Background: an optimization exercise with open tools, aiming at small area. Do not read the settings as production practice.
In this exercise RTL edits were held to simulation tests only and were not proved equivalent to the original.
No activity file was given, so power comes from the tool's default toggle rates.

File: design/flow/design.v
module dataPath(
	input IRload,JMPmux, PCload, Meminst, MemWr, Aload, Reset, Clock, Sub,In,
	input [1:0] Asel,
	input [7:0] Input,
	output Aeq0, Apos,
	output [4:0] Address,
	output wire [2:0] IR,
	output [7:0] Output, RAM_Q);
	reg [7:0] ir, a, q;
	reg [4:0] pc;
	reg [7:0] mem [0:31];
	function [7:0] init_val(input integer w);
		case (w)
			0: init_val = 8'b10000000;  1: init_val = 8'b00111110;
			2: init_val = 8'b10000000;  3: init_val = 8'b00111111;
			4: init_val = 8'b00011110;  5: init_val = 8'b01111111;
			6: init_val = 8'b10110000;  7: init_val = 8'b11001100;
			8: init_val = 8'b00011111;  9: init_val = 8'b01111110;
			10: init_val = 8'b00111111; 11: init_val = 8'b11000100;
			12: init_val = 8'b00011110; 13: init_val = 8'b01111111;
			14: init_val = 8'b00111110; 15: init_val = 8'b11000100;
			16: init_val = 8'b00011110; 17: init_val = 8'b11111111;
			default: init_val = 8'b00000000;
		endcase
	endfunction
	wire [4:0] addr_n;
	genvar g, k;
	generate for (g = 0; g < 5; g = g + 1) begin : am
		mux2i u_m(.a0(pc[g]), .a1(ir[g]), .s(Meminst), .y(addr_n[g]));
		inv u_i(.a(addr_n[g]), .y(Address[g]));
	end endgenerate
	assign IR = ir[7:5];
	assign Output = a;
	assign Aeq0 = (a == 8'd0);
	assign Apos = ~a[7];
	assign RAM_Q = q;
	wire [31:0] rsel, wen;
	wire hold;
	dec u_dec(.a(Address), .an(addr_n), .In(In), .MemWr(MemWr), .rsel(rsel), .hold(hold), .wen(wen));
	wire [7:0] d0 = {8{In}} & a;
	wire [7:0] d1 = {8{~In}} | a;
	generate for (g = 0; g < 32; g = g + 1) begin : word
		for (k = 0; k < 8; k = k + 1) begin : b
			always @(posedge Clock)
				if (wen[g])
					mem[g][k] <= (g <= 17 || g >= 30) ? (init_val(g) >> k & 1 ? d1[k] : d0[k]) : a[k];
		end
	end endgenerate
	wire [7:0] q_next;
	generate for (g = 0; g < 8; g = g + 1) begin : rbit
		wire [32:0] d, s;
		for (k = 0; k < 32; k = k + 1) begin : t
			assign d[k] = mem[k][g];
		end
		assign d[32] = q[g];
		assign s = {hold, rsel};
		wire [10:0] nt;
		for (k = 0; k < 11; k = k + 1) begin : a
			aoi222 u(.a1(s[3*k]), .b1(d[3*k]), .a2(s[3*k+1]), .b2(d[3*k+1]), .a3(s[3*k+2]), .b3(d[3*k+2]), .y(nt[k]));
		end
		nand11 n(.x(nt), .y(q_next[g]));
	end endgenerate
	always @(posedge Clock) q <= q_next;
	always @(posedge Clock, posedge Reset)
		if (Reset) ir <= 8'd0;
		else if (IRload) ir <= q;
	always @(posedge Clock, posedge Reset)
		if (Reset) pc <= 5'd0;
		else if (PCload) pc <= JMPmux ? ir[4:0] : pc + 5'd1;
	wire [7:0] a_next;
	alu u_alu(.a(a), .q(q), .in(Input), .Asel(Asel), .Sub(Sub), .Aload(Aload), .y(a_next));
	always @(posedge Clock, posedge Reset)
		if (Reset) a <= 8'd0;
		else a <= a_next;
endmodule
module dec(input [4:0] a, an, input In, MemWr, output [31:0] rsel, output hold, output [31:0] wen);
	wire [7:0] nhi;
	wire [3:0] nlo_r, nlo_w;
	predec u_pre(.a(a), .an(an), .In(In), .MemWr(MemWr), .nhi(nhi), .nlo_r(nlo_r), .nlo_w(nlo_w), .hold(hold));
	genvar w;
	generate for (w = 0; w < 32; w = w + 1) begin : d
		nor2 u_r(.a(nlo_r[w % 4]), .b(nhi[w / 4]), .y(rsel[w]));
		if (w <= 17 || w >= 30) begin : init
			o21ai u_w(.a1(nlo_w[w % 4]), .a2(nhi[w / 4]), .b1(In), .y(wen[w]));
		end else begin : plain
			nor2 u_w(.a(nlo_w[w % 4]), .b(nhi[w / 4]), .y(wen[w]));
		end
	end endgenerate
endmodule
module predec(input [4:0] a, an, input In, MemWr, output [7:0] nhi, output [3:0] nlo_r, nlo_w, output hold);
	wire mwn;
	genvar j;
	inv u_mw(.a(MemWr), .y(mwn));
	nand2 u_hold(.a(In), .b(mwn), .y(hold));
	generate for (j = 0; j < 8; j = j + 1) begin : h
		nand3 u(.a(j & 1 ? a[2] : an[2]), .b(j & 2 ? a[3] : an[3]), .c(j & 4 ? a[4] : an[4]), .y(nhi[j]));
	end
	for (j = 0; j < 4; j = j + 1) begin : l
		nand4 u_r(.a(In), .b(mwn), .c(j & 1 ? a[0] : an[0]), .d(j & 2 ? a[1] : an[1]), .y(nlo_r[j]));
		nand4 u_w(.a(In), .b(MemWr), .c(j & 1 ? a[0] : an[0]), .d(j & 2 ? a[1] : an[1]), .y(nlo_w[j]));
	end endgenerate
endmodule
module mux2i(input a0, a1, s, output y);
	assign y = ~(s ? a1 : a0);
endmodule
module inv(input a, output y);
	assign y = ~a;
endmodule
module nand2(input a, b, output y);
	assign y = ~(a & b);
endmodule
module nand3(input a, b, c, output y);
	assign y = ~(a & b & c);
endmodule
module nand4(input a, b, c, d, output y);
	assign y = ~(a & b & c & d);
endmodule
module nor2(input a, b, output y);
	assign y = ~(a | b);
endmodule
module o21ai(input a1, a2, b1, output y);
	assign y = ~((a1 | a2) & b1);
endmodule
module alu(input [7:0] a, q, in, input [1:0] Asel, input Sub, Aload, output [7:0] y);
	wire [7:0] sum;
	wire [7:0] c;
	addbit0 u0(.a(a[0]), .q(q[0]), .sub(Sub), .s(sum[0]), .co(c[1]));
	genvar i;
	generate for (i = 1; i < 8; i = i + 1) begin : b
		wire qx;
		xor2 u_x(.a(q[i]), .b(Sub), .y(qx));
		if (i < 7) begin : f
			fadd u_f(.a(a[i]), .b(qx), .ci(c[i]), .s(sum[i]), .co(c[i+1]));
		end else begin : l
			wire p;
			xor2 u_p(.a(a[i]), .b(qx), .y(p));
			xor2 u_s(.a(p), .b(c[i]), .y(sum[i]));
		end
	end endgenerate
	wire s1, s0;
	alusel u_sel(.Asel(Asel), .Aload(Aload), .s1(s1), .s0(s0));
	generate for (i = 0; i < 8; i = i + 1) begin : m
		mux4 u_m(.d0(a[i]), .d1(q[i]), .d2(in[i]), .d3(sum[i]), .s0(s0), .s1(s1), .y(y[i]));
	end endgenerate
endmodule
module alusel(input [1:0] Asel, input Aload, output s1, s0);
	assign s1 = Aload & ~Asel[1];
	assign s0 = Aload & (Asel[1] | ~Asel[0]);
endmodule
module addbit0(input a, q, sub, output s, co);
	assign s = a ^ q;
	assign co = sub ? (a | ~q) : (a & q);
endmodule
module xor2(input a, b, output y);
	assign y = a ^ b;
endmodule
module fadd(input a, b, ci, output s, co);
	assign {co, s} = a + b + ci;
endmodule
module mux4(input d0, d1, d2, d3, s0, s1, output y);
	assign y = s1 ? (s0 ? d3 : d2) : (s0 ? d1 : d0);
endmodule
module aoi222(input a1, b1, a2, b2, a3, b3, output y);
	assign y = ~((a1 & b1) | (a2 & b2) | (a3 & b3));
endmodule
module nand11(input [10:0] x, output y);
	assign y = ~&x;
endmodule
File: design/flow/flow/run.sh
#!/bin/bash
# The standard layout, with these changes: the port buffers are buf_1 cells instead of the
# clkdlybuf4s50_1 that buffer_ports picks by default, the buffers that abc left in the netlist
# are removed before placement, and CTS builds the tree from small clock buffers and adds no
# dummy loads.
set -euo pipefail
export REMOVE_ABC_BUFFERS=1
export BUFFER_PORTS_ARGS="-buffer_cell sky130_fd_sc_hd__buf_1"
export CTS_ARGS="-sink_clustering_enable -repair_clock_nets -buf_list sky130_fd_sc_hd__clkbuf_4 -sink_clustering_size 10 -sink_clustering_max_diameter 60 -dont_use_dummy_load"
bash standard.sh > standard.log 2>&1
File: design/flow/standard.sh
#!/bin/bash
# synth_recipe.tcl (not shown) runs the flow's synth.tcl, then flattens the netlist and writes it again
# the make line also repeats each setting of config.mk as NAME=value (left out here)
make -C /OpenROAD-flow-scripts/flow DESIGN_CONFIG=/design/flow/config.mk WORK_HOME=/design/flow/orfs CLKGATE_MAP_FILE= SYNTH_SCRIPT=/design/flow/synth_recipe.tcl "${@:-finish}"
File: design/flow/config.mk
export PLATFORM = sky130hd
export DESIGN_NAME = dataPath
export DESIGN_NICKNAME = dataPath
export VERILOG_FILES = /design/flow/design.v
export SDC_FILE = /design/flow/constraint.sdc
export NUM_CORES = 4
export LEC_CHECK = 0
export CAP_MARGIN = 0
export CORE_MARGIN = 2
export CORE_UTILIZATION = 70
export GPL_TIMING_DRIVEN = 0
export SETUP_SLACK_MARGIN = 0.1
export SLEW_MARGIN = 0
export SYNTH_HIERARCHICAL = 1
File: design/flow/constraint.sdc
create_clock -name core_clock -period 4.0 [get_ports {Clock}]
set_input_delay 0.8000 -clock core_clock [delete_from_list [all_inputs] [get_ports {Clock}]]
set_output_delay 0.8000 -clock core_clock [all_outputs]
set_load 0.01 [all_outputs]
==> results.rst, run 1 <==
.. list-table::
   :header-rows: 1

   * - Metric
     - Value
   * - Outcome
     - no timing/DRC/antenna violations
   * - Async set or reset register ratio after synthesis
     - 0.0737
   * - Hold-fix buffers at CTS
     - 0
   * - Data arrival time of the critical path
     - 4.28 ns
   * - Syn Inst Count
     - 584
   * - Sink Count
     - 285
   * - Clk Latency, worst-skew pair
     - 0.63 ns
   * - Flop and latch count out of synthesis
     - 285
   * - Final core utilization
     - 0.752
   * - Number of warnings printed during yosys synthesis
     - 8
   * - Worst hold margin
     - 0.289 ns
   * - Root buffer cell
     - clkbuf_4
   * - Required time at the endpoint of the critical path
     - 4.50 ns
   * - Final number of setup-violating endpoints
     - 0
   * - Clock power frac
     - 0.172
   * - Number of cells in the design after placement
     - 811
   * - Global-route met1 utilization
     - 0.476
   * - Most common flop cell mapped by yosys
     - edfxtp_1
   * - Count of TritonRoute iterations in the first routing pass
     - 8
   * - Iteration-0 DRC count of the detailed router
     - 1235
   * - Met2 demand-to-capacity share in global routing
     - 0.533
   * - Crit. Startpoint
     - a[0]
   * - Clock tree from TritonCTS
     - yes
   * - Sequential share of the synthesized area
     - 0.782
   * - Cell types with the highest counts after synthesis
     - edfxtp_1, a222oi_1, nor2_1
   * - Leading cell type by number of instances after synthesis
     - edfxtp_1
   * - Worst setup slack after placement
     - -0.591 ns
   * - Actual transition at the worst max-transition pin
     - 1.09 ns
   * - I/O pin count
     - 46
   * - Die Outline Area
     - 0.0163 sq mm
   * - CTS buffer count
     - 34
   * - Total Neg Setup Slack
     - 0 ns
   * - Class of the most critical setup path
     - register to register
   * - Seq pwr share
     - 0.632
   * - Global-route wire length before repair
     - 38300 um
   * - Top fanout value on the critical path
     - 2
   * - Minimum period implied by the final worst setup slack
     - 3.77 ns
   * - H-tree depth
     - 2
   * - Cell variety after synth
     - 33
   * - Largest cells by area after synthesis
     - edfxtp_1, a222oi_1, dfrtp_1
   * - Wirelength per Cell
     - 31.1 um
   * - Detailed-route vias per instance
     - 7.52
   * - Leakage component of the power
     - 3.70 nW
   * - CTS clk-pin slew, worst paths
     - 0.11 ns
   * - Type of the tightest min-delay check
     - input port to async pin
   * - Global-route usage over all layers
     - 0.334
   * - WL final
     - 26300 um
   * - Layer with the highest usage
     - met2
   * - Post-route worst setup slack
     - 0.227 ns
   * - Post-DP Area
     - 0.0111 sq mm
   * - Worst ir drop on vdd
     - 358 uV
   * - Count of non-filler cells in the finished layout
     - 847
   * - Combinational group share of total power
     - 0.195
   * - Clock Skews
     - 0.0319 ns
   * - Switch share
     - 0.318
   * - RePlAce Congestion
     - 0.880
   * - Die span in x
     - 128 um
   * - Max-cap violations
     - 0
   * - Portion of the clock cycle consumed by the worst path in the final layout
     - 0.943
   * - Fraction of met3 tracks used by global routing
     - 0.0622
   * - Die height
     - 128 um
   * - Total half-perimeter wirelength after legalization and detailed placement
     - 17100 um
   * - Nature of the critical path endpoint
     - register
   * - Layout overhead on the synthesized area
     - 6.07%
   * - Remaining routing DRC violations
     - 0
   * - Cell taking the most area after synthesis
     - edfxtp_1
   * - Post-synth EDFFs
     - 256
   * - Fill cells
     - 922
   * - Average cell area after synthesis
     - 18.3 sq um
   * - Design Power
     - 7.12 mW
   * - Initial antenna violation count
     - 1
   * - Remaining Overflow, GRT
     - 0
   * - Initial standard-cell utilization of the core
     - 0.709
   * - Fraction of final layout cells with drive strength greater than 1
     - 0.0836
   * - Finished Cell Area
     - 0.0114 sq mm
   * - Via Count
     - 6367
   * - Vias in the first global route
     - 6210
   * - Netlist area before placement
     - 0.0107 sq mm
   * - Post-route ant nets
     - 0
   * - Max transition margin
     - 0.272
   * - Core region area
     - 0.0151 sq mm
   * - Category of the worst setup path launch point
     - register
   * - Achievable Freq
     - 0.265 GHz
   * - Yosys top cell area share
     - 0.718
   * - P_sw
     - 2.26 mW
   * - Number of nets at the end of the flow
     - 687
   * - Deepest clock path buffer count
     - 3
   * - Buffers added on ports
     - 45
   * - Design internal power
     - 4.85 mW
   * - Maximum number of pins on one net before global-route repair
     - 46
   * - Number of rows created at floorplan
     - 45
   * - Critical R2R Launch
     - a[0]
   * - Max-slew violations
     - 0
   * - Setup repair after global routing missed its margin
     - no
   * - Pwr/cell area
     - 627 mW/mm^2
   * - Final hold viol count
     - 0
-- worst max-delay path: stages (launching register included) --
cell     delay, ns
dfrtp_4       0.50
mux2_4        0.27
fa_1          0.39
fa_2          0.37
fa_2          0.35
fa_2          0.35
fa_1          0.39
fa_1          0.38
xor2_1        0.17
mux4_2        0.46
-- layer usage --
metal | wire length (um) | part of all wire
met5 | 0 | 0
met3 | 3270 | 0.12
met4 | 884 | 0.034
met2 | 12700 | 0.48
met1 | 9450 | 0.36
-- Yosys stat by module, one instance, submodules excluded, excerpt --
module	cells	cell area (sq um)	flip-flops and latches
aoi222	1	10.0	0
addbit0	2	23.8	0
nand11	4	23.8	0
nand4	1	6.26	0
nand3	1	5.00	0
dataPath	344	8780	285
o21ai	1	5.00	0
inv	1	3.75	0
nor2	1	3.75	0
nand2	1	3.75	0
-- area by class of cell --
class	instances	area [sq um]	area share
diodes	1	2.50	0.000220
clock buffers	34	255	0.0225
inverters	11	41.3	0.00364
multi-input cells	282	2260	0.199
flip-flops and latches	285	8380	0.738
well taps	188	235	0.0207
repair buffers	46	179	0.0158
-- logic make-up (layout without fill, tap and decap cells) --
group	after synthesis	after routing	synth area share
mux	26	26	0.0351
fa+ha+maj	7	7	0.0124
other cells	0	1	0
flops	285	285	0.782
simple gates	120	120	0.0572
buf+inv	17	91	0.00725
compound gates	119	119	0.0977
xor+xnor	10	10	0.00818
-- layout by cell type, fill, tap and decap left out, types with 2 or more instances in the layout --
cell / count
mux2_1: 8
dfrtp_1: 19
inv_1: 10
nand4_1: 25
o22ai_1: 3
or4_1: 2
edfxtp_1: 256
nor2_1: 46
a222oi_1: 88
clkbuf_4: 34
mux2i_1: 9
nand2b_1: 8
fa_1: 3
xor2_1: 10
fa_2: 3
nand3_1: 18
buf_1: 43
a21oi_1: 5
o21ai_1: 20
mux4_2: 8
and2_1: 7
nand2_1: 3
dfxtp_1: 7
or3_1: 8
buf_2: 2
-- final timing paths --
check	slack, ns	to	cells past startpoint
max	0.23	a[7]	9
min	0.29	pc[4]	2
max reg2reg	0.23	a[7]	9
min reg2reg	0.51	ir[5]	1
max in group asynchronous	3.13	a[0]	2
min in group core_clock	0.51	a[5]	2
-- power groups by stage --
stage | clock [mW] | sequential (mW) | combinational, mW
after floorplan | 0 | 4.38 | 0.772
after global placement | 0 | 4.54 | 1.26
after detailed placement | 0 | 4.59 | 1.33
after CTS | 1.24 | 4.49 | 1.37
after global routing | 1.37 | 4.55 | 1.49
final | 1.22 | 4.50 | 1.39
-- sequential cells by signal, indices dropped and copies added (netlist names) --
signal and count:
q 8, mem 256, ir 8, pc 5, a 8
-- timing repair --
action                     4_1_cts  5_1_grt
setup buffers                    1        0
gates resized for setup          6        2
pin swaps                        0        0
setup endpoints to repair        2        1
==> run 2: changes to the inputs <==
--- a/design/flow/flow/run.sh
+++ b/design/flow/flow/run.sh
@@ -6,5 +6,5 @@
 set -euo pipefail
 export REMOVE_ABC_BUFFERS=1
 export BUFFER_PORTS_ARGS="-buffer_cell sky130_fd_sc_hd__buf_1"
-export CTS_ARGS="-sink_clustering_enable -repair_clock_nets -buf_list sky130_fd_sc_hd__clkbuf_4 -sink_clustering_size 10 -sink_clustering_max_diameter 60 -dont_use_dummy_load"
+export CTS_ARGS="-sink_clustering_enable -repair_clock_nets -buf_list sky130_fd_sc_hd__clkbuf_4 -sink_clustering_size 9 -sink_clustering_max_diameter 80 -dont_use_dummy_load"
 bash standard.sh > standard.log 2>&1
==> run 2 against run 1 <==
Net effect: maximum frequency is 0.55% higher; total power grew 0.53%; sequential power is essentially flat; critical path depth unchanged; cell area increased by 0.20%; die area stayed put; count of clock-buffer cells in the layout is 3 higher; global-route usage is 0.081 points lower; synthesized area did not move; register-to-register slack better by 0.02 ns; clock power increased by 3%; combinational power about the same; critical endpoint unchanged; highest routed layer unchanged.
==> results.rst, run 2 <==
.. list-table::
   :header-rows: 1

   * - Metric
     - Value
   * - Outcome
     - no timing/DRC/antenna violations
   * - Number of rows created at floorplan
     - 45 (unchanged)
   * - Layer with the highest usage
     - met2
   * - Type of the tightest min-delay check
     - input port to async pin
   * - Initial standard-cell utilization of the core
     - 0.709 (unchanged)
   * - Syn Inst Count
     - 584 (unchanged)
   * - Worst ir drop on vdd
     - 347 uV (-2.9%)
   * - Clock power frac
     - 0.177 (+0.005)
   * - Number of nets at the end of the flow
     - 690 (+0.44%)
   * - Clock tree from TritonCTS
     - yes
   * - Seq pwr share
     - 0.629 (-0.003)
   * - Final number of setup-violating endpoints
     - 0 (unchanged)
   * - Complex-gate fraction of the synthesized area
     - 0.0977 (unchanged)
   * - CTS buffer count
     - 37 (+8.8%)
   * - Clock Skews
     - 0.0577 ns (+0.0257 ns)
   * - Flip-flop count of the largest register, all copies and words added
     - 256 (unchanged)
   * - Yosys top cell area share
     - 0.718 (unchanged)
   * - Core region area
     - 0.0151 sq mm (unchanged)
   * - Count of non-filler cells in the finished layout
     - 850 (+0.35%)
   * - Die Outline Area
     - 0.0163 sq mm (unchanged)
   * - Wirelength per Cell
     - 30.9 um (-0.63%)
   * - Max-cap violations
     - 0 (unchanged)
   * - Sequential share of the synthesized area
     - 0.782 (unchanged)
   * - H-tree depth
     - 2 (unchanged)
   * - Post-synth EDFFs
     - 256 (unchanged)
   * - Minimum period implied by the final worst setup slack
     - 3.75 ns (-0.0207 ns)
   * - Layout overhead on the synthesized area
     - 6.28%
   * - Simple-gate share of the synthesized area
     - 0.0572 (unchanged)
   * - Leading cell type by number of instances after synthesis
     - edfxtp_1
   * - Design internal power
     - 4.89 mW (+0.66%)
   * - Deepest clock path buffer count
     - 3 (unchanged)
   * - Largest cells by area after synthesis
     - edfxtp_1, a222oi_1, dfrtp_1
   * - Ordered cell list for the critical path
     - mux2_4, fa_1, fa_2, fa_2, fa_2, fa_1, fa_1, xor2_1, mux4_2
   * - Post-route ant nets
     - 0 (unchanged)
   * - Vias in the first global route
     - 6269 (+0.95%)
   * - Flop and latch count out of synthesis
     - 285 (unchanged)
   * - Combinational family with the most area after synthesis
     - compound AO/OA/AOI/OAI gates
   * - Nature of the critical path endpoint
     - register
   * - WL final
     - 26300 um (-0.28%)
   * - Count of TritonRoute iterations in the first routing pass
     - 8 (unchanged)
   * - Area occupied by registers
     - 0.00838 sq mm (unchanged)
   * - Design Power
     - 7.15 mW (+0.53%)
   * - Root buffer cell
     - clkbuf_4
   * - Met2 demand-to-capacity share in global routing
     - 0.520 (-0.0126)
   * - Sink Count
     - 285 (unchanged)
   * - Commonest cells after routing, fill and taps aside
     - edfxtp_1, a222oi_1, nor2_1
   * - Total half-perimeter wirelength after legalization and detailed placement
     - 17100 um (unchanged)
   * - Die span in x
     - 128 um (unchanged)
   * - RePlAce Congestion
     - 0.880 (unchanged)
   * - Fraction of met3 tracks used by global routing
     - 0.0743 (+0.0121)
   * - Gate family responsible for the most delay along the worst path
     - adder cells
   * - Number of cells in the design after placement
     - 811 (unchanged)
   * - Most common flop cell mapped by yosys
     - edfxtp_1
   * - Register with the highest flop count
     - mem
   * - Buffers added on ports
     - 45 (unchanged)
   * - Worst reg-to-reg path cell count
     - 9 (unchanged)
   * - Top fanout value on the critical path
     - 2 (unchanged)
   * - Cell variety after synth
     - 33 (unchanged)
   * - Switch share
     - 0.317 (-0.000934)
   * - Global-route usage over all layers
     - 0.333 (-0.000812)
   * - Area occupied by multi-input gates
     - 0.00226 sq mm (unchanged)
   * - Max-slew violations
     - 0 (unchanged)
   * - Leakage component of the power
     - 3.71 nW (+0.37%)
   * - Detailed-route vias per instance
     - 7.55 (+0.40%)
   * - Die height
     - 128 um (unchanged)
   * - Global-route met1 utilization
     - 0.468 (-0.00866)
   * - Average cell area after synthesis
     - 18.3 sq um (unchanged)
   * - Global-route wire length before repair
     - 38300 um (-0.16%)
   * - Setup repair after global routing missed its margin
     - no
   * - Initial antenna violation count
     - 1 (unchanged)
   * - CTS clk-pin slew, worst paths
     - 0.10 ns (about the same)
   * - Buffers & Inverters on Critical Path
     - 0 (unchanged)
   * - Achievable Freq
     - 0.267 GHz (+0.55%)
   * - Share of the synthesized netlist area taken by xor and xnor gates
     - 0.00818 (unchanged)
   * - Async set or reset register ratio after synthesis
     - 0.0737 (unchanged)
   * - Cell taking the most area after synthesis
     - edfxtp_1
   * - Remaining Overflow, GRT
     - 0 (unchanged)
   * - I/O pin count
     - 46 (unchanged)
   * - Max stage delay cell, worst path
     - dfrtp_4
   * - Combinational group share of total power
     - 0.194 (about the same)
   * - Class of the most critical setup path
     - register to register
   * - Maximum number of pins on one net before global-route repair
     - 46 (unchanged)
   * - Iteration-0 DRC count of the detailed router
     - 1182 (-4.3%)
   * - Number of warnings printed during yosys synthesis
     - 8 (unchanged)
   * - Critical path's largest stage delay
     - 0.50 ns (about the same)
   * - Final hold viol count
     - 0 (unchanged)
   * - Via Count
     - 6415 (+0.75%)
   * - Fraction of final layout cells with drive strength greater than 1
     - 0.0877 (+0.00416)
   * - Remaining routing DRC violations
     - 0 (unchanged)
   * - P_sw
     - 2.27 mW (+0.23%)
   * - Portion of the clock cycle consumed by the worst path in the final layout
     - 0.938 (-0.00518)
   * - Share of synthesized area spent on multiplexers
     - 0.0351 (unchanged)
   * - Actual transition at the worst max-transition pin
     - 1.09 ns (+0.00225 ns)
   * - Cell types with the highest counts after synthesis
     - edfxtp_1, a222oi_1, nor2_1
   * - Data arrival time of the critical path
     - 4.23 ns (-0.05 ns)
   * - Synth Area in Adders
     - 0.0124 (unchanged)
   * - Cell count along the critical path
     - 9 (unchanged)
   * - Netlist area before placement
     - 0.0107 sq mm (unchanged)
   * - Pwr/cell area
     - 629 mW/mm^2 (+0.33%)
   * - Clk Latency, worst-skew pair
     - 0.64 ns (about the same)
   * - Most frequent standard cell in the layout excluding fill and tap cells
     - edfxtp_1
   * - Fill cells
     - 934 (+1.3%)
   * - Required time at the endpoint of the critical path
     - 4.47 ns (-0.03 ns)
   * - Max transition margin
     - 0.271 (-0.00150)
   * - Category of the worst setup path launch point
     - register
run 2: cell counts after synthesis:
No cell type changed its count.
run 2: final timing paths:
path	start	end	slack, ns
worst max-delay path	a[0]	a[7]	0.25
worst min-delay path	Reset	a[6]	0.30
worst max register to register	a[0]	a[7]	0.25
worst min register to register	ir[5]	ir[5]	0.51
max in group asynchronous	Reset	a[0]	3.09
min in group core_clock	ir[5]	ir[5]	0.51
run 2: final cells by class:
cell class | count | share of cell area
multi-input cells | 282 | 0.199
flip-flops and latches | 285 | 0.737
diodes | 1 | 0.000220
inverters | 11 | 0.00363
repair buffers | 46 | 0.0157
clock buffers | 37 | 0.0244
well taps | 188 | 0.0207
run 2: worst reg2reg max path, cell delays in order, from the launching register on:
cell	delay, ns
dfrtp_4	0.50
mux2_4	0.27
fa_1	0.39
fa_2	0.37
fa_2	0.35
fa_2	0.35
fa_1	0.39
fa_1	0.38
xor2_1	0.17
mux4_2	0.46
run 2: what timing repair did:
action,CTS,global route
buffers inserted,1,0
hold buffers,0,0
gates resized for setup,6,2
setup endpoints to repair,2,1
run 2: metal layers:
metal  vias to the layer above  wire, um  share of wire
met5                         -         0              0
met4                         0      1100          0.042
met3                        76      3460           0.13
met2                       481     12400           0.47
li1                       2693         -              -
met1                      3165      9320           0.35
run 2: stage by stage:
stage	TNS (ns)	setup WS (ns)	utilization	hold slack, ns	instance area (sq um)
after floorplan	-0.0694	-0.0694	-	0.480	10700
after global routing	0	0.153	0.754	0.371	11400
after CTS	0	0.150	0.753	0.319	11400
after global placement	-99.82	-0.551	0.734	0.470	11100
after detailed placement	-1.17	-0.591	0.734	0.492	11100
final	0	0.248	0.754	0.304	11400
run 2: power by group through the flow:
| stage | Combinational, mW | Clock (mW) | Sequential [mW] |
|---|---|---|---|
| global route | 1.49 | 1.41 | 4.55 |
| CTS | 1.36 | 1.28 | 4.49 |
| floorplan | 0.772 | 0 | 4.38 |
| detailed placement | 1.33 | 0 | 4.59 |
| finish | 1.39 | 1.26 | 4.50 |
| global placement | 1.26 | 0 | 4.54 |
run 2: cells by family after synthesis:
kind of cell	Yosys count
buffers and inverters	17
XOR/XNOR	10
AND/OR/NAND/NOR	120
flip-flops	285
AO/OA/AOI/OAI	119
adder cells (fa/ha/maj)	7
multiplexers	26
run 2: modules after synthesis, one instance, submodules excluded, excerpt:
module / flip-flops and latches / cell area [sq um]
dataPath: 285 / 8780
nand11: 0 / 23.8
addbit0: 0 / 23.8
mux4: 0 / 22.5
alusel: 0 / 20.0
mux2i: 0 / 10.0
xor2: 0 / 8.76
nand4: 0 / 6.26
nand3: 0 / 5.00
o21ai: 0 / 5.00
nand2: 0 / 3.75
inv: 0 / 3.75
nor2: 0 / 3.75
==> run 3: changes to the inputs <==
--- a/design/flow/design.v
+++ b/design/flow/design.v
@@ -64,9 +64,11 @@
 	always @(posedge Clock, posedge Reset)
 		if (Reset) ir <= 8'd0;
 		else if (IRload) ir <= q;
+	wire [4:0] pc_next;
+	pcnext u_pc(.pc(pc), .ir(ir[4:0]), .PCload(PCload), .JMPmux(JMPmux), .y(pc_next));
 	always @(posedge Clock, posedge Reset)
 		if (Reset) pc <= 5'd0;
-		else if (PCload) pc <= JMPmux ? ir[4:0] : pc + 5'd1;
+		else pc <= pc_next;
 	wire [7:0] a_next;
 	alu u_alu(.a(a), .q(q), .in(Input), .Asel(Asel), .Sub(Sub), .Aload(Aload), .y(a_next));
 	always @(posedge Clock, posedge Reset)
@@ -140,12 +142,38 @@
 	wire s1, s0;
 	alusel u_sel(.Asel(Asel), .Aload(Aload), .s1(s1), .s0(s0));
 	generate for (i = 0; i < 8; i = i + 1) begin : m
-		mux4 u_m(.d0(a[i]), .d1(q[i]), .d2(in[i]), .d3(sum[i]), .s0(s0), .s1(s1), .y(y[i]));
+		mux4 u_m(.d0(a[i]), .d1(q[i]), .d2(sum[i]), .d3(in[i]), .s0(s0), .s1(s1), .y(y[i]));
 	end endgenerate
 endmodule
 module alusel(input [1:0] Asel, input Aload, output s1, s0);
 	assign s1 = Aload & ~Asel[1];
-	assign s0 = Aload & (Asel[1] | ~Asel[0]);
+	assign s0 = Aload & (Asel[1] | Asel[0]);
+endmodule
+module pcnext(input [4:0] pc, ir, input PCload, JMPmux, output [4:0] y);
+	wire jmp, inc;
+	pcsel u_sel(.PCload(PCload), .JMPmux(JMPmux), .jmp(jmp), .inc(inc));
+	wire [5:0] c;
+	wire [4:0] s;
+	assign c[0] = inc;
+	genvar i;
+	generate for (i = 0; i < 5; i = i + 1) begin : b
+		if (i < 4) begin : h
+			hadd u_h(.a(pc[i]), .b(c[i]), .s(s[i]), .co(c[i+1]));
+		end else begin : x
+			xor2 u_x(.a(pc[i]), .b(c[i]), .y(s[i]));
+		end
+		mux2 u_m(.a0(s[i]), .a1(ir[i]), .s(jmp), .y(y[i]));
+	end endgenerate
+endmodule
+module pcsel(input PCload, JMPmux, output jmp, inc);
+	assign jmp = PCload & JMPmux;
+	assign inc = PCload & ~JMPmux;
+endmodule
+module hadd(input a, b, output s, co);
+	assign {co, s} = a + b;
+endmodule
+module mux2(input a0, a1, s, output y);
+	assign y = s ? a1 : a0;
 endmodule
 module addbit0(input a, q, sub, output s, co);
 	assign s = a ^ q;
--- a/design/flow/flow/run.sh
+++ b/design/flow/flow/run.sh
@@ -6,5 +6,5 @@
 set -euo pipefail
 export REMOVE_ABC_BUFFERS=1
 export BUFFER_PORTS_ARGS="-buffer_cell sky130_fd_sc_hd__buf_1"
-export CTS_ARGS="-sink_clustering_enable -repair_clock_nets -buf_list sky130_fd_sc_hd__clkbuf_4 -sink_clustering_size 9 -sink_clustering_max_diameter 80 -dont_use_dummy_load"
+export CTS_ARGS="-sink_clustering_enable -repair_clock_nets -buf_list sky130_fd_sc_hd__clkbuf_4 -sink_clustering_size 11 -sink_clustering_max_diameter 60 -dont_use_dummy_load"
 bash standard.sh > standard.log 2>&1
==> run 3 against run 2 <==
Net effect: critical path depth did not move; maximum frequency shrank 0.23%; clock skew increased by 0.0022 ns; non-clock buffer count stayed put; first-iteration DRC count increased by 2.2%; die area is 0.14% lower; worst hold slack worse by 0.030 ns; synthesized cell count fell by 2.4%; worst setup slack worse by 0.0085 ns; synthesized area is 0.14% lower; count of clock-buffer cells in the layout is 8 lower; largest power group unchanged.
==> results.rst, run 3 <==
.. list-table::
   :header-rows: 1

   * - Metric
     - Value
   * - Post-synth EDFFs
     - 256 (unchanged)
   * - I/O pin count
     - 46 (unchanged)
   * - Commonest cells after routing, fill and taps aside
     - edfxtp_1, a222oi_1, nor2_1
   * - Most common flop cell mapped by yosys
     - edfxtp_1
   * - Worst reg-to-reg path cell count
     - 9 (unchanged)
   * - Die span in x
     - 128 um (about the same)
   * - Deepest clock path buffer count
     - 3 (unchanged)
   * - Class of the most critical setup path
     - register to register
   * - Required time at the endpoint of the critical path
     - 4.52 ns (+0.05 ns)
   * - WL final
     - 25700 um (-2.0%)
   * - Cell types with the highest counts after synthesis
     - edfxtp_1, a222oi_1, nor2_1
   * - Global-route usage over all layers
     - 0.319 (-0.0141)
   * - Fill cells
     - 886 (-5.1%)
   * - Final number of setup-violating endpoints
     - 0 (unchanged)
   * - Critical R2R Launch
     - q[0]
   * - Achievable Freq
     - 0.266 GHz (-0.23%)
   * - Maximum number of pins on one net before global-route repair
     - 46 (unchanged)
   * - Initial standard-cell utilization of the core
     - 0.711 (+0.00166)
   * - Wirelength per Cell
     - 31.0 um (+0.50%)
   * - Actual transition at the worst max-transition pin
     - 0.903 ns (-0.188 ns)
   * - Number of nets at the end of the flow
     - 672 (-2.6%)
   * - Sequential share of the synthesized area
     - 0.783 (+0.00110)
   * - Buffers added on ports
     - 45 (unchanged)
   * - Type of the tightest min-delay check
     - input port to async pin
   * - Die Outline Area
     - 0.0163 sq mm (-0.14%)
   * - Outcome
     - no timing/DRC/antenna violations
   * - Flip-flop count of the largest register, all copies and words added
     - 256 (unchanged)
   * - Sink Count
     - 285 (unchanged)
   * - Leading cell type by number of instances after synthesis
     - edfxtp_1
   * - Core region area
     - 0.0150 sq mm (-0.37%)
   * - Post-route ant nets
     - 0 (unchanged)
   * - Pwr/cell area
     - 625 mW/mm^2 (-0.64%)
   * - Data arrival time of the critical path
     - 4.28 ns (+0.05 ns)
   * - Remaining routing DRC violations
     - 0 (unchanged)
   * - Leakage component of the power
     - 3.70 nW (-0.41%)
   * - Cell variety after synth
     - 28 (-15%)
   * - Final hold viol count
     - 0 (unchanged)
   * - Vias in the first global route
     - 6056 (-3.4%)
   * - Worst ir drop on vdd
     - 446 uV (+28%)
   * - R2R Setup Slk
     - 0.24 ns (about the same)
   * - Clock Skews
     - 0.0599 ns (+0.00224 ns)
   * - Design Power
     - 7.06 mW (-1.3%)
   * - Count of TritonRoute iterations in the first routing pass
     - 6 (-2)
   * - Terminus of the critical flop-to-flop path
     - a[7]
   * - Via Count
     - 6319 (-1.5%)
   * - CTS buffer count
     - 29 (-22%)
   * - Average cell area after synthesis
     - 18.8 sq um (+2.3%)
   * - H-tree depth
     - 1 (-1)
   * - Clk Latency, worst-skew pair
     - 0.69 ns (+0.05 ns)
   * - CTS clk-pin slew, worst paths
     - 0.12 ns (+0.02 ns)
   * - Cell taking the most area after synthesis
     - edfxtp_1
   * - Minimum period implied by the final worst setup slack
     - 3.76 ns (+0.00854 ns)
   * - Worst setup slack after placement
     - -0.511 ns (+0.0799 ns)
   * - Global-route wire length before repair
     - 37100 um (-3.0%)
   * - Root buffer cell
     - clkbuf_4
   * - Final core utilization
     - 0.752 (-0.00184)
   * - Area occupied by multi-input gates
     - 0.00226 sq mm (about the same)
   * - Largest cells by area after synthesis
     - edfxtp_1, a222oi_1, dfrtp_1
   * - Yosys top cell area share
     - 0.719 (+0.00101)
   * - Max-slew violations
     - 0 (unchanged)
   * - Category of the worst setup path launch point
     - register
   * - Nature of the critical path endpoint
     - register
   * - Post-route worst setup slack
     - 0.240 ns (-0.00854 ns)
   * - RePlAce Congestion
     - 0.834 (-5.2%)
   * - Layout overhead on the synthesized area
     - 5.77%
   * - Initial antenna violation count
     - 1 (unchanged)
   * - Max-cap violations
     - 0 (unchanged)
   * - Detailed-route vias per instance
     - 7.62 (+1.0%)
   * - Max transition margin
     - 0.398 (+0.127)
   * - Total Neg Setup Slack
     - 0 ns (unchanged)
   * - Top fanout value on the critical path
     - 6 (+4)
   * - Total half-perimeter wirelength after legalization and detailed placement
     - 16700 um (-2.5%)
   * - Die height
     - 128 um (about the same)
   * - Syn Inst Count
     - 570 (-2.4%)
   * - Clock tree from TritonCTS
     - yes
   * - Register with the highest flop count
     - mem
   * - Most frequent standard cell in the layout excluding fill and tap cells
     - edfxtp_1
   * - Portion of the clock cycle consumed by the worst path in the final layout
     - 0.940 (+0.00213)
   * - Number of warnings printed during yosys synthesis
     - 8 (unchanged)
   * - Netlist area before placement
     - 0.0107 sq mm (-0.14%)
   * - Async set or reset register ratio after synthesis
     - 0.0737 (unchanged)
   * - Number of rows created at floorplan
     - 45 (unchanged)
   * - Flop and latch count out of synthesis
     - 285 (unchanged)
   * - Setup repair after global routing missed its margin
     - no
   * - Iteration-0 DRC count of the detailed router
     - 1208 (+2.2%)
   * - Fraction of final layout cells with drive strength greater than 1
     - 0.0844 (-0.00337)
   * - Remaining Overflow, GRT
     - 0 (unchanged)
   * - Area occupied by registers
     - 0.00838 sq mm (about the same)
## run 3: changes by cell type in the layout (fill, tap and decap cells not counted), sizes merged, moves of 2 or more
| cell | before | now |
|---|---|---|
| mux2i | 9 | 5 |
| ha | 1 | 4 |
| inv | 11 | 8 |
| mux2 | 9 | 14 |
| clkbuf | 37 | 30 |
| nand3 | 18 | 16 |
| a21oi | 5 | 0 |
| o22ai | 3 | 0 |
## run 3: per-layer routing
layer / GRT usage / share of wire
met3: 0.0440 / 0.12
met1: 0.471 / 0.37
met4: 0.102 / 0.032
met5: 0 / 0
met2: 0.511 / 0.48
## run 3: what timing repair did
item	4_1_cts	5_1_grt
buffers inserted	1	0
hold buffers	0	0
gates resized for setup	4	4
gates cloned	0	0
endpoints found under the hold margin	0	0
setup endpoints to repair	2	2
## run 3: per-module statistics from Yosys (local to each module, per instance), a selection
module | cells | flops+latches | times used
nand11 | 4 | 0 | 8
nor2 | 1 | 0 | 44
alusel | 2 | 0 | 1
mux2i | 1 | 0 | 5
addbit0 | 2 | 0 | 1
inv | 1 | 0 | 6
mux4 | 1 | 0 | 8
aoi222 | 1 | 0 | 88
nand4 | 1 | 0 | 8
o21ai | 1 | 0 | 20
## run 3: area by class of cell
class                   instances  share of cell area
flip-flops and latches        285               0.741
repair buffers                 46              0.0158
inverters                       8             0.00266
multi-input cells             272               0.200
well taps                     188              0.0208
diodes                          1            0.000221
clock buffers                  29              0.0193
## run 3: cells by family (layout without fill, tap and decap cells)
group,count (synthesis),count (layout),synth area share
xor gates and xnor gates,11,11,0.00901
other,0,1,0
and+or+nand+nor,115,115,0.0551
AOI/OAI and AO/OA,109,109,0.0925
DFF,285,285,0.783
adders and majority gates,10,10,0.0159
buffers and inverters,13,83,0.00573
muxes,27,27,0.0384
## run 3: worst max path at each step
| stage | to | slack (ns) | from |
|---|---|---|---|
| after global placement | q[2] | -0.55 | In |
| after floorplan | a[7] | -0.06 | Sub |
| after global routing | a[7] | 0.13 | q[0] |
| after detailed placement | a[7] | -0.51 | Sub |
| final | a[7] | 0.24 | q[0] |
| after CTS | a[7] | 0.12 | q[0] |
## run 3: report_power, final
part           switching (mW)  internal (mW)
combinational           0.909          0.507
sequential              0.491           4.01
clock                   0.818          0.333
## run 3: metrics by stage
step / cells / hold WS (ns) / area, sq um
floorplan: 565 / 0.481 / 10700
global placement: 798 / 0.467 / 11100
detailed placement: 798 / 0.476 / 11100
CTS: 828 / 0.260 / 11300
global route: 829 / 0.310 / 11300
finish: 829 / 0.274 / 11300
## run 3: worst max-delay path, stage by stage (launching register included)
cell and delay (ns):
dfxtp_4 0.41, mux2_4 0.31, fa_1 0.38, fa_1 0.39, fa_1 0.40, fa_2 0.36, fa_2 0.34, fa_1 0.39
xor2_1 0.17, mux4_2 0.45
==> run 4: changes to the inputs <==
--- a/design/flow/config.mk
+++ b/design/flow/config.mk
@@ -9,6 +9,6 @@
 export CORE_MARGIN = 2
 export CORE_UTILIZATION = 70
 export GPL_TIMING_DRIVEN = 0
-export SETUP_SLACK_MARGIN = 0.1
+export SETUP_SLACK_MARGIN = 0
 export SLEW_MARGIN = 0
 export SYNTH_HIERARCHICAL = 1
==> run 4 against run 3 <==
Net effect: count of clock-buffer cells in the layout is the same; via count down 0.73%; core utilization hardly changed; sequential cell count did not move; clock power is essentially flat; global-route usage stayed put; cell count did not move; clock skew grew 0.0067 ns; total power fell by 0.16%; cell area about the same; synthesized cell count unchanged; largest cell class unchanged; highest routed layer unchanged.
==> results.rst, run 4 <==
.. list-table::
   :header-rows: 1

   * - Metric
     - Value
   * - Worst setup slack after placement
     - -0.511 ns (unchanged)
   * - Global-route met1 utilization
     - 0.471 (unchanged)
   * - Number of warnings printed during yosys synthesis
     - 8 (unchanged)
   * - Post-synth EDFFs
     - 256 (unchanged)
   * - Category of the worst setup path launch point
     - input port
   * - WL final
     - 25700 um (-0.11%)
   * - Fraction of met3 tracks used by global routing
     - 0.0440 (unchanged)
   * - Initial antenna violation count
     - 1 (unchanged)
   * - Top fanout value on the critical path
     - 8 (+2)
   * - Portion of the clock cycle consumed by the worst path in the final layout
     - 0.965 (+0.0251)
   * - I/O pin count
     - 46 (unchanged)
   * - Pwr/cell area
     - 624 mW/mm^2 (-0.11%)
   * - Max stage delay cell, worst path
     - mux4_2
   * - CTS buffer count
     - 29 (unchanged)
   * - Buffers added on ports
     - 45 (unchanged)
   * - Netlist area before placement
     - 0.0107 sq mm (unchanged)
   * - Remaining Overflow, GRT
     - 0 (unchanged)
   * - Iteration-0 DRC count of the detailed router
     - 1218 (+0.83%)
   * - Wirelength per Cell
     - 31.0 um (-0.11%)
   * - Total Neg Setup Slack
     - 0 ns (unchanged)
   * - Average cell area after synthesis
     - 18.8 sq um (unchanged)
   * - Initial standard-cell utilization of the core
     - 0.711 (unchanged)
   * - Max-cap violations
     - 0 (unchanged)
   * - Remaining routing DRC violations
     - 0 (unchanged)
   * - Yosys top cell area share
     - 0.719 (unchanged)
   * - Die height
     - 128 um (unchanged)
   * - Nature of the critical path endpoint
     - register
   * - Total half-perimeter wirelength after legalization and detailed placement
     - 16700 um (unchanged)
   * - Layout overhead on the synthesized area
     - 5.71% (about the same)
   * - Core region area
     - 0.0150 sq mm (unchanged)
   * - Leading cell type by number of instances after synthesis
     - edfxtp_1
   * - Cell types with the highest counts after synthesis
     - edfxtp_1, a222oi_1, nor2_1
   * - Deepest clock path buffer count
     - 3 (unchanged)
   * - Sink Count
     - 285 (unchanged)
   * - Async set or reset register ratio after synthesis
     - 0.0737 (unchanged)
   * - Commonest cells after routing, fill and taps aside
     - edfxtp_1, a222oi_1, nor2_1
   * - Global-route usage over all layers
     - 0.319 (unchanged)
   * - Worst ir drop on vdd
     - 442 uV (-0.88%)
   * - Root buffer cell
     - clkbuf_4
   * - Combinational group share of total power
     - 0.200 (about the same)
   * - Gate family responsible for the most delay along the worst path
     - adder cells
   * - Register with the highest flop count
     - mem
   * - Hold-fix buffers at CTS
     - 0 (unchanged)
   * - Final number of setup-violating endpoints
     - 0 (unchanged)
   * - Maximum number of pins on one net before global-route repair
     - 46 (unchanged)
   * - Via Count
     - 6273 (-0.73%)
   * - Leakage component of the power
     - 3.70 nW (about the same)
   * - Global-route wire length before repair
     - 37100 um (unchanged)
   * - P_sw
     - 2.21 mW (-0.35%)
   * - Dominant cell type by count on the critical path
     - fa_1
   * - CTS clk-pin slew, worst paths
     - 0.12 ns (about the same)
   * - Syn Inst Count
     - 570 (unchanged)
   * - Design internal power
     - 4.84 mW (about the same)
   * - Flop and latch count out of synthesis
     - 285 (unchanged)
   * - Clock tree from TritonCTS
     - yes
   * - Detailed-route vias per instance
     - 7.57 (-0.73%)
   * - Largest cells by area after synthesis
     - edfxtp_1, a222oi_1, dfrtp_1
   * - Clock power frac
     - 0.163 (about the same)
   * - Buffers & Inverters on Critical Path
     - 1 (+1)
   * - Data arrival time of the critical path
     - 4.38 ns (+0.10 ns)
   * - Clk Latency, worst-skew pair
     - 0.69 ns (about the same)
   * - Max-slew violations
     - 0 (unchanged)
   * - Die span in x
     - 128 um (unchanged)
   * - Minimum period implied by the final worst setup slack
     - 3.86 ns (+0.100 ns)
   * - Most frequent standard cell in the layout excluding fill and tap cells
     - edfxtp_1
   * - Vias in the first global route
     - 6056 (unchanged)
   * - Cell taking the most area after synthesis
     - edfxtp_1
   * - Worst reg-to-reg path cell count
     - 9 (unchanged)
   * - Post-route worst setup slack
     - 0.139 ns (-0.100 ns)
   * - Design Power
     - 7.05 mW (-0.16%)
   * - Critical R2R Launch
     - q[0]
   * - Seq pwr share
     - 0.637 (about the same)
   * - Clock Skews
     - 0.0666 ns (+0.00668 ns)
   * - Count of TritonRoute iterations in the first routing pass
     - 8 (+2)
   * - Required time at the endpoint of the critical path
     - 4.52 ns (about the same)
   * - Ordered cell list for the critical path
     - buf_1, xor2_1, fa_1, fa_1, fa_1, fa_1, fa_1, fa_1, xor2_1, mux4_2
   * - H-tree depth
     - 1 (unchanged)
   * - Cell variety after synth
     - 28 (unchanged)
   * - Switch share
     - 0.313 (-0.000579)
   * - Post-route ant nets
     - 0 (unchanged)
   * - Met2 demand-to-capacity share in global routing
     - 0.511 (unchanged)
   * - Type of the tightest min-delay check
     - input port to async pin
   * - Worst hold margin
     - 0.277 ns (+0.00296 ns)
   * - R2R Setup Slk
     - 0.14 ns (-0.10 ns)
   * - Flip-flop count of the largest register, all copies and words added
     - 256 (unchanged)
   * - Max transition margin
     - 0.397 (-0.000940)
   * - Outcome
     - no timing/DRC/antenna violations
   * - Critical path's largest stage delay
     - 0.45 ns (about the same)
   * - Sequential share of the synthesized area
     - 0.783 (unchanged)
   * - Setup repair after global routing missed its margin
     - no
   * - Layer with the highest usage
     - met2
   * - Final hold viol count
     - 0 (unchanged)
   * - Class of the most critical setup path
     - input port to register
   * - Number of rows created at floorplan
     - 45 (unchanged)
   * - Actual transition at the worst max-transition pin
     - 0.899 ns (-0.00462 ns)
   * - Number of nets at the end of the flow
     - 672 (unchanged)
   * - Number of cells in the design after placement
     - 798 (unchanged)
   * - Most common flop cell mapped by yosys
     - edfxtp_1
   * - Terminus of the critical flop-to-flop path
     - a[7]
   * - RePlAce Congestion
     - 0.834 (unchanged)
   * - Die Outline Area
     - 0.0163 sq mm (unchanged)
   * - Achievable Freq
     - 0.259 GHz (-2.6%)
   * - Fraction of final layout cells with drive strength greater than 1
     - 0.0797 (-0.00469)
   * - Count of non-filler cells in the finished layout
     - 829 (unchanged)
-- run 4: cell count changes in the layout (fill, tap and decap cells not counted) --
| cell | change |
|---|---|
| buf_1 | +1 |
| fa_1 | +2 |
| clkbuf_2 | -1 |
| fa_2 | -2 |
-- run 4: layout make-up --
class,instances,area [sq um]
Multi-Input combinational cell,272,2250
Tap cell,188,235
Sequential cell,285,8380
Clock buffer,29,218
Fill cell,887,3730
Inverter,8,30.0
Timing Repair Buffer,46,178
Antenna cell,1,2.50
-- run 4: logic make-up after synthesis --
group,synth area share
AOI/OAI and AO/OA,0.0925
DFF,0.783
xor gates and xnor gates,0.00901
buffers and inverters,0.00573
adders and majority gates,0.0159
and+or+nand+nor,0.0551
muxes,0.0384
-- run 4: worst max-delay path by stage --
stage / start / end / cells after the start
after global routing: Sub / a[7] / 10
after floorplan: Sub / a[7] / 9
after detailed placement: Sub / a[7] / 10
after CTS: q[0] / a[7] / 9
final: Sub / a[7] / 10
after global placement: In / q[2] / 6
-- run 4: through the flow --
step	util	instance area [sq um]
after detailed placement	0.736	11100
final	0.752	11300
after global placement	0.736	11100
after global routing	0.752	11300
after CTS	0.751	11300
after floorplan	-	10700
-- run 4: power by group through the flow --
stage | logic [mW] | registers [mW] | clock network (mW)
after floorplan | 0.816 | 4.36 | 0
after global placement | 1.29 | 4.55 | 0
after detailed placement | 1.35 | 4.60 | 0
after CTS | 1.39 | 4.50 | 1.17
after global routing | 1.52 | 4.55 | 1.28
final | 1.41 | 4.49 | 1.15
-- run 4: Yosys stat by module, one instance, submodules excluded, a selection --
module   area (sq um)  copies in the design
addbit0          23.8                     1
alusel           13.8                     1
fadd             20.0                     6
mux2             15.0                     5
nand11           23.8                     8
nand3            5.00                     8
nand4            6.26                     8
nor2             3.75                    44
pcsel            16.3                     1
xor2             8.76                    10
-- run 4: repair_timing --
action	4_1_cts	5_1_grt
buffers inserted	1	0
setup endpoints to repair	2	1
gates resized for setup	3	2
-- run 4: routing by layer --
metal / vias up / wire length (um)
li1: 2624 / -
met1: 3109 / 9420
met2: 490 / 12400
met3: 50 / 3110
met4: 0 / 816
met5: - / 0
-- run 4: worst register-to-register path: stages (launching register included) --
cell,delay [ns]
dfxtp_4,0.40
mux2_4,0.31
fa_1,0.38
fa_1,0.39
fa_1,0.40
fa_1,0.40
fa_1,0.39
fa_1,0.39
xor2_1,0.17
mux4_2,0.45
==> run 5: changes to the inputs <==
--- a/design/flow/flow/run.sh
+++ b/design/flow/flow/run.sh
@@ -6,5 +6,5 @@
 set -euo pipefail
 export REMOVE_ABC_BUFFERS=1
 export BUFFER_PORTS_ARGS="-buffer_cell sky130_fd_sc_hd__buf_1"
-export CTS_ARGS="-sink_clustering_enable -repair_clock_nets -buf_list sky130_fd_sc_hd__clkbuf_4 -sink_clustering_size 11 -sink_clustering_max_diameter 60 -dont_use_dummy_load"
+export CTS_ARGS="-sink_clustering_enable -repair_clock_nets -buf_list sky130_fd_sc_hd__clkbuf_8 -sink_clustering_size 20 -sink_clustering_max_diameter 70 -dont_use_dummy_load"
 bash standard.sh > standard.log 2>&1
--- a/design/flow/config.mk
+++ b/design/flow/config.mk
@@ -9,6 +9,6 @@
 export CORE_MARGIN = 2
 export CORE_UTILIZATION = 70
 export GPL_TIMING_DRIVEN = 0
-export SETUP_SLACK_MARGIN = 0
+export SETUP_SLACK_MARGIN = 0.1
 export SLEW_MARGIN = 0
 export SYNTH_HIERARCHICAL = 1
==> run 5 against run 4 <==
Net effect: still clean on timing, DRC and antenna; sequential power about the same; via count down 1.0%; clock skew fell by 0.035 ns; wire length down 0.68%; sequential share of layout area decreased by 0.22 points; largest cell class unchanged; largest power group unchanged.
==> results.rst, run 5 <==
.. list-table::
   :header-rows: 1

   * - Metric
     - Value
   * - Die Outline Area
     - 0.0163 sq mm (unchanged)
   * - Leading cell type by number of instances after synthesis
     - edfxtp_1
   * - Portion of the clock cycle consumed by the worst path in the final layout
     - 0.941 (-0.0245)
   * - Worst setup slack after placement
     - -0.511 ns (unchanged)
   * - Pwr/cell area
     - 629 mW/mm^2 (+0.74%)
   * - Final core utilization
     - 0.754 (+0.00233)
   * - Remaining Overflow, GRT
     - 0 (unchanged)
   * - Buffers added on ports
     - 45 (unchanged)
   * - Maximum number of pins on one net before global-route repair
     - 46 (unchanged)
   * - Iteration-0 DRC count of the detailed router
     - 1480 (+22%)
   * - Hold-fix buffers at CTS
     - 0 (unchanged)
   * - Die height
     - 128 um (unchanged)
   * - Flop and latch count out of synthesis
     - 285 (unchanged)
   * - Core region area
     - 0.0150 sq mm (unchanged)
   * - CTS buffer count
     - 18 (-38%)
   * - CTS clk-pin slew, worst paths
     - 0.11 ns (about the same)
   * - Max transition margin
     - 0.396 (-0.000502)
   * - Detailed-route vias per instance
     - 7.60 (+0.45%)
   * - Total half-perimeter wirelength after legalization and detailed placement
     - 16700 um (unchanged)
   * - Buffers & Inverters on Critical Path
     - 1 (unchanged)
   * - Outcome
     - no timing/DRC/antenna violations
   * - Max stage delay cell, worst path
     - mux4_2
   * - Syn Inst Count
     - 570 (unchanged)
   * - Final hold viol count
     - 0 (unchanged)
   * - Clock tree from TritonCTS
     - yes
   * - Top fanout value on the critical path
     - 8 (unchanged)
   * - Number of nets at the end of the flow
     - 661 (-1.6%)
   * - Commonest cells after routing, fill and taps aside
     - edfxtp_1, a222oi_1, nor2_1
   * - Sequential share of the synthesized area
     - 0.783 (unchanged)
   * - Yosys top cell area share
     - 0.719 (unchanged)
   * - Count of non-filler cells in the finished layout
     - 817 (-1.4%)
   * - Count of TritonRoute iterations in the first routing pass
     - 7 (-1)
   * - Global-route wire length before repair
     - 37100 um (+0.11%)
   * - Nature of the critical path endpoint
     - register
   * - Gate family responsible for the most delay along the worst path
     - adder cells
   * - Minimum period implied by the final worst setup slack
     - 3.76 ns (-0.0982 ns)
   * - Cell variety after synth
     - 28 (unchanged)
   * - Cell types with the highest counts after synthesis
     - edfxtp_1, a222oi_1, nor2_1
   * - Die span in x
     - 128 um (unchanged)
   * - Most common flop cell mapped by yosys
     - edfxtp_1
   * - Number of cells in the design after placement
     - 798 (unchanged)
   * - Global-route usage over all layers
     - 0.320 (+0.000439)
   * - Post-synth EDFFs
     - 256 (unchanged)
   * - Remaining routing DRC violations
     - 0 (unchanged)
   * - Max-cap violations
     - 0 (unchanged)
   * - Deepest clock path buffer count
     - 3 (unchanged)
   * - H-tree depth
     - 1 (unchanged)
   * - Layout overhead on the synthesized area
     - 6.04%
   * - Cell taking the most area after synthesis
     - edfxtp_1
   * - Vias in the first global route
     - 5976 (-1.3%)
   * - Worst hold margin
     - 0.376 ns (+0.0992 ns)
   * - Post-route ant nets
     - 0 (unchanged)
   * - Wirelength per Cell
     - 31.3 um (+0.78%)
   * - Fill cells
     - 862 (-2.8%)
   * - Max-slew violations
     - 0 (unchanged)
   * - Final number of setup-violating endpoints
     - 0 (unchanged)
   * - Root buffer cell
     - clkbuf_8
   * - Via Count
     - 6210 (-1.0%)
   * - Flip-flop count of the largest register, all copies and words added
     - 256 (unchanged)
   * - Antenna cell count
     - 0 (-1)
   * - Class of the most critical setup path
     - input port to register
   * - Critical path's largest stage delay
     - 0.45 ns (about the same)
   * - Achievable Freq
     - 0.266 GHz (+2.6%)
   * - Initial antenna violation count
     - 0 (-1)
   * - Most frequent standard cell in the layout excluding fill and tap cells
     - edfxtp_1
   * - Clock Skews
     - 0.0315 ns (-0.0351 ns)
   * - Register with the highest flop count
     - mem
   * - Fraction of final layout cells with drive strength greater than 1
     - 0.0700 (-0.00974)
   * - I/O pin count
     - 46 (unchanged)
   * - WL final
     - 25500 um (-0.68%)
   * - Leakage component of the power
     - 3.69 nW (about the same)
   * - Sink Count
     - 285 (unchanged)
   * - Number of warnings printed during yosys synthesis
     - 8 (unchanged)
   * - Number of rows created at floorplan
     - 45 (unchanged)
   * - Async set or reset register ratio after synthesis
     - 0.0737 (unchanged)
   * - Type of the tightest min-delay check
     - input port to async pin
   * - Initial standard-cell utilization of the core
     - 0.711 (unchanged)
   * - Setup repair after global routing missed its margin
     - no
   * - Actual transition at the worst max-transition pin
     - 0.905 ns (+0.00678 ns)
   * - Clk Latency, worst-skew pair
     - 0.53 ns (-0.16 ns)
   * - Worst ir drop on vdd
     - 406 uV (-8.1%)
   * - Data arrival time of the critical path
     - 4.15 ns (-0.23 ns)
   * - RePlAce Congestion
     - 0.834 (unchanged)
   * - Required time at the endpoint of the critical path
     - 4.38 ns (-0.14 ns)
   * - Average cell area after synthesis
     - 18.8 sq um (unchanged)
   * - Category of the worst setup path launch point
     - input port
   * - Netlist area before placement
     - 0.0107 sq mm (unchanged)
   * - Post-route worst setup slack
     - 0.237 ns (+0.0982 ns)
   * - Dominant cell type by count on the critical path
     - fa_1
   * - Largest cells by area after synthesis
     - edfxtp_1, a222oi_1, dfrtp_1
   * - Ordered cell list for the critical path
     - buf_2, mux2_4, fa_1, fa_1, fa_1, fa_2, fa_2, fa_1, xor2_1, mux4_2
[run 5: cell counts after synthesis]
No cell type changed its count.
[run 5: metal layers]
| metal | up-vias | GRT usage | wire length (um) |
|---|---|---|---|
| met5 | - | 0 | 0 |
| met1 | 3106 | 0.475 | 9560 |
| met4 | 0 | 0.108 | 954 |
| li1 | 2583 | - | - |
| met3 | 70 | 0.0419 | 2910 |
| met2 | 451 | 0.507 | 12100 |
[run 5: cells by family after synthesis]
family | synth area share
buffers and inverters | 0.00573
adder cells (fa/ha/maj) | 0.0159
multiplexers | 0.0384
AND/OR/NAND/NOR | 0.0551
flip-flops | 0.783
AO/OA/AOI/OAI | 0.0925
XOR/XNOR | 0.00901
[run 5: report_power, final]
group          switching [mW]  internal [mW]
registers               0.486           4.01
logic                   0.912          0.509
clock network           0.803          0.409
total                    2.20           4.93
[run 5: final timing paths]
| path | from | depth (start not counted) | endpoint | slack [ns] |
|---|---|---|---|---|
| max in group asynchronous | Reset | 2 | a[0] | 3.01 |
| worst max register to register | a[0] | 9 | a[7] | 0.25 |
| worst min-delay path | Reset | 2 | ir[5] | 0.38 |
| min in group core_clock | ir[6] | 1 | ir[6] | 0.50 |
| worst max-delay path | Sub | 10 | a[7] | 0.24 |
| worst min register to register | ir[6] | 1 | ir[6] | 0.50 |
[run 5: layout make-up]
class | count | area [sq um] | area share
Timing Repair Buffer | 46 | 179 | 0.0158
Sequential cell | 285 | 8380 | 0.740
Inverter | 8 | 30.0 | 0.00265
Clock buffer | 18 | 248 | 0.0219
Tap cell | 188 | 235 | 0.0208
Multi-Input combinational cell | 272 | 2260 | 0.199
[run 5: Yosys stat by module, one instance, submodules excluded, excerpt]
module | times used | area, sq um
addbit0 | 1 | 23.8
alusel | 1 | 13.8
aoi222 | 88 | 10.0
dataPath | 1 | 8620
fadd | 6 | 20.0
inv | 6 | 3.75
mux2 | 5 | 15.0
mux2i | 5 | 10.0
mux4 | 8 | 22.5
nand11 | 8 | 23.8
nand2 | 1 | 3.75
nand3 | 8 | 5.00
nand4 | 8 | 6.26
nor2 | 44 | 3.75
pcsel | 1 | 16.3
xor2 | 10 | 8.76
[run 5: metrics by stage]
stage | TNS, ns | instance area, sq um | power [mW]
after floorplan | -0.0611 | 10700 | 5.18
after CTS | 0 | 11300 | 7.13
final | 0 | 11300 | 7.13
after global routing | 0 | 11300 | 7.42
after global placement | -87.97 | 11100 | 5.84
after detailed placement | -0.997 | 11100 | 5.95
[run 5: repair_timing]
action	CTS	global route
cloned	0	0
pin swaps	0	0
setup endpoints to repair	2	1
resized for setup	5	4
buffers inserted	1	0
==> run 6: changes to the inputs <==
--- a/design/flow/flow/run.sh
+++ b/design/flow/flow/run.sh
@@ -6,5 +6,5 @@
 set -euo pipefail
 export REMOVE_ABC_BUFFERS=1
 export BUFFER_PORTS_ARGS="-buffer_cell sky130_fd_sc_hd__buf_1"
-export CTS_ARGS="-sink_clustering_enable -repair_clock_nets -buf_list sky130_fd_sc_hd__clkbuf_8 -sink_clustering_size 20 -sink_clustering_max_diameter 70 -dont_use_dummy_load"
+export CTS_ARGS="-sink_clustering_enable -repair_clock_nets -buf_list sky130_fd_sc_hd__clkbuf_4 -sink_clustering_size 10 -sink_clustering_max_diameter 60 -dont_use_dummy_load"
 bash standard.sh > standard.log 2>&1
==> run 6 against run 5 <==
Net effect: maximum frequency grew 0.29%; via count up 1.6%; clock skew up 0.0085 ns; sequential cell count did not move; critical endpoint unchanged; cell count grew 2.1%; synthesized area did not move; synthesized cell count unchanged; largest cell class unchanged; clock power barely moved; count of clock-buffer cells in the layout rose by 16; non-clock buffer count unchanged; critical path depth fell by 1.
==> results.rst, run 6 <==
.. list-table::
   :header-rows: 1

   * - Metric
     - Value
   * - Fraction of final layout cells with drive strength greater than 1
     - 0.0930 (+0.0231)
   * - Register with the highest flop count
     - mem
   * - Total half-perimeter wirelength after legalization and detailed placement
     - 16700 um (unchanged)
   * - Max-cap violations
     - 0 (unchanged)
   * - Commonest cells after routing, fill and taps aside
     - edfxtp_1, a222oi_1, nor2_1
   * - Flip-flop count of the largest register, all copies and words added
     - 256 (unchanged)
   * - Global-route wire length before repair
     - 37200 um (+0.30%)
   * - Top fanout value on the critical path
     - 2 (-6)
   * - Via Count
     - 6312 (+1.6%)
   * - Clk Latency, worst-skew pair
     - 0.63 ns (+0.10 ns)
   * - I/O pin count
     - 46 (unchanged)
   * - Buffers added on ports
     - 45 (unchanged)
   * - Fill cells
     - 869 (+0.81%)
   * - Worst hold margin
     - 0.292 ns (-0.0841 ns)
   * - Flop and latch count out of synthesis
     - 285 (unchanged)
   * - Wirelength per Cell
     - 30.9 um (-1.2%)
   * - Final number of setup-violating endpoints
     - 0 (unchanged)
   * - Post-synth EDFFs
     - 256 (unchanged)
   * - Hold-fix buffers at CTS
     - 0 (unchanged)
   * - Post-DP Area
     - 0.0111 sq mm (unchanged)
   * - Leakage component of the power
     - 3.72 nW (+0.74%)
   * - Type of the tightest min-delay check
     - input port to async pin
   * - Number of rows created at floorplan
     - 45 (unchanged)
   * - Area occupied by registers
     - 0.00838 sq mm (unchanged)
   * - Nature of the critical path endpoint
     - register
   * - CTS buffer count
     - 34 (+16)
   * - Largest cells by area after synthesis
     - edfxtp_1, a222oi_1, dfrtp_1
   * - Data arrival time of the critical path
     - 4.23 ns (+0.08 ns)
   * - Core region area
     - 0.0150 sq mm (unchanged)
   * - Sequential share of the synthesized area
     - 0.783 (unchanged)
   * - Iteration-0 DRC count of the detailed router
     - 1302 (-12%)
   * - Number of warnings printed during yosys synthesis
     - 8 (unchanged)
   * - Total Neg Setup Slack
     - 0 ns (unchanged)
   * - Initial standard-cell utilization of the core
     - 0.711 (unchanged)
   * - Die span in x
     - 128 um (unchanged)
   * - Finished Cell Area
     - 0.0113 sq mm (about the same)
   * - Area occupied by multi-input gates
     - 0.00226 sq mm (unchanged)
   * - Die height
     - 128 um (unchanged)
   * - Deepest clock path buffer count
     - 3 (unchanged)
   * - Class of the most critical setup path
     - register to register
   * - CTS clk-pin slew, worst paths
     - 0.11 ns (about the same)
   * - Pwr/cell area
     - 630 mW/mm^2 (+0.23%)
   * - Outcome
     - no timing/DRC/antenna violations
   * - Number of nets at the end of the flow
     - 677 (+2.4%)
   * - Clock tree from TritonCTS
     - yes
   * - Share of the synthesized netlist area taken by xor and xnor gates
     - 0.00901 (unchanged)
   * - H-tree depth
     - 2 (+1)
   * - Netlist area before placement
     - 0.0107 sq mm (unchanged)
   * - Syn Inst Count
     - 570 (unchanged)
   * - Design Power
     - 7.15 mW (+0.32%)
   * - Max-slew violations
     - 0 (unchanged)
   * - Clock Skews
     - 0.0399 ns (+0.00848 ns)
   * - Cell variety after synth
     - 28 (unchanged)
   * - Initial antenna violation count
     - 1 (+1)
   * - Remaining Overflow, GRT
     - 0 (unchanged)
   * - Final core utilization
     - 0.755 (about the same)
   * - WL final
     - 25800 um (+0.90%)
   * - Category of the worst setup path launch point
     - register
   * - Required time at the endpoint of the critical path
     - 4.48 ns (+0.10 ns)
   * - Leading cell type by number of instances after synthesis
     - edfxtp_1
   * - Detailed-route vias per instance
     - 7.57 (-0.43%)
   * - Global-route usage over all layers
     - 0.325 (+0.00481)
   * - Post-route ant nets
     - 0 (unchanged)
   * - Async set or reset register ratio after synthesis
     - 0.0737 (unchanged)
   * - Average cell area after synthesis
     - 18.8 sq um (unchanged)
   * - RePlAce Congestion
     - 0.834 (unchanged)
   * - Final hold viol count
     - 0 (unchanged)
   * - Simple-gate share of the synthesized area
     - 0.0551 (unchanged)
   * - Setup repair after global routing missed its margin
     - no
   * - Max transition margin
     - 0.390 (-0.00667)
   * - Sink Count
     - 285 (unchanged)
## run 6: Yosys stat by module, one instance, submodules excluded, excerpt
module / copies in the design / flip-flops and latches
dataPath: 1 / 285
nand11: 8 / 0
mux4: 8 / 0
fadd: 6 / 0
pcsel: 1 / 0
mux2: 5 / 0
alusel: 1 / 0
hadd: 4 / 0
mux2i: 5 / 0
xor2: 10 / 0
nand4: 8 / 0
nand3: 8 / 0
o21ai: 20 / 0
inv: 6 / 0
nor2: 44 / 0
nand2: 1 / 0
## run 6: final cells by class
| class | count | area share |
|---|---|---|
| repair buffers | 46 | 0.0158 |
| well taps | 188 | 0.0207 |
| multi-input cells | 272 | 0.199 |
| inverters | 8 | 0.00265 |
| flip-flops and latches | 285 | 0.739 |
| clock buffers | 34 | 0.0225 |
| diodes | 1 | 0.000221 |
## run 6: what timing repair did
item / 4_1_cts / 5_1_grt
endpoints found under the hold margin: 0 / 0
resized for setup: 4 / 5
endpoints found under the setup margin: 2 / 2
buffers inserted: 1 / 0
## run 6: per-layer routing
metal,GRT usage,part of all wire,up-vias
met5,0,0,-
met4,0.127,0.037,0
met3,0.0628,0.11,58
met2,0.508,0.47,497
met1,0.465,0.37,3124
li1,-,-,2633
## run 6: worst paths after layout
path,from,end,slack (ns),cells past startpoint
hold reg to reg,ir[6],ir[6],0.49,1
min in group core_clock,ir[6],ir[6],0.49,1
setup reg to reg,a[0],a[7],0.25,9
setup / recovery,a[0],a[7],0.25,9
max in group asynchronous,Reset,a[0],3.11,2
hold / removal,Reset,pc[4],0.29,2
## run 6: cells by family after synthesis
family / Yosys count
and+or+nand+nor: 115
xor gates and xnor gates: 11
buffers and inverters: 13
DFF: 285
adders and majority gates: 10
AOI/OAI and AO/OA: 109
muxes: 27
## run 6: critical path, stage by stage, from the launching register on
cell and delay (ns):
dfrtp_4 0.48, mux2_4 0.26, fa_1 0.38, fa_1 0.39, fa_1 0.40, fa_2 0.36
fa_2 0.34, fa_1 0.39, xor2_1 0.17, mux4_2 0.45
## run 6: power breakdown
part	internal, mW	switching, mW	total [mW]
combinational	0.508	0.909	1.42
sequential	4.01	0.486	4.49
clock	0.395	0.844	1.24
total	4.91	2.24	7.15
## run 6: per-stage QoR
step | worst slack [ns] | cells
3_5_place_dp | -0.511 | 798
4_1_cts | 0.127 | 833
6_report | 0.248 | 834
3_3_place_gp | -0.553 | 798
2_1_floorplan | -0.0611 | 565
5_1_grt | 0.149 | 834

Re-timed with assumed drivers on the ports (clkbuf_16 on the clock, buf_2 on other inputs), run 6 has 0.248 ns of setup slack against 0.248 ns with ideal ports, and -0.342 ns once port delays also move by the mid clock arrival of 0.655 ns.
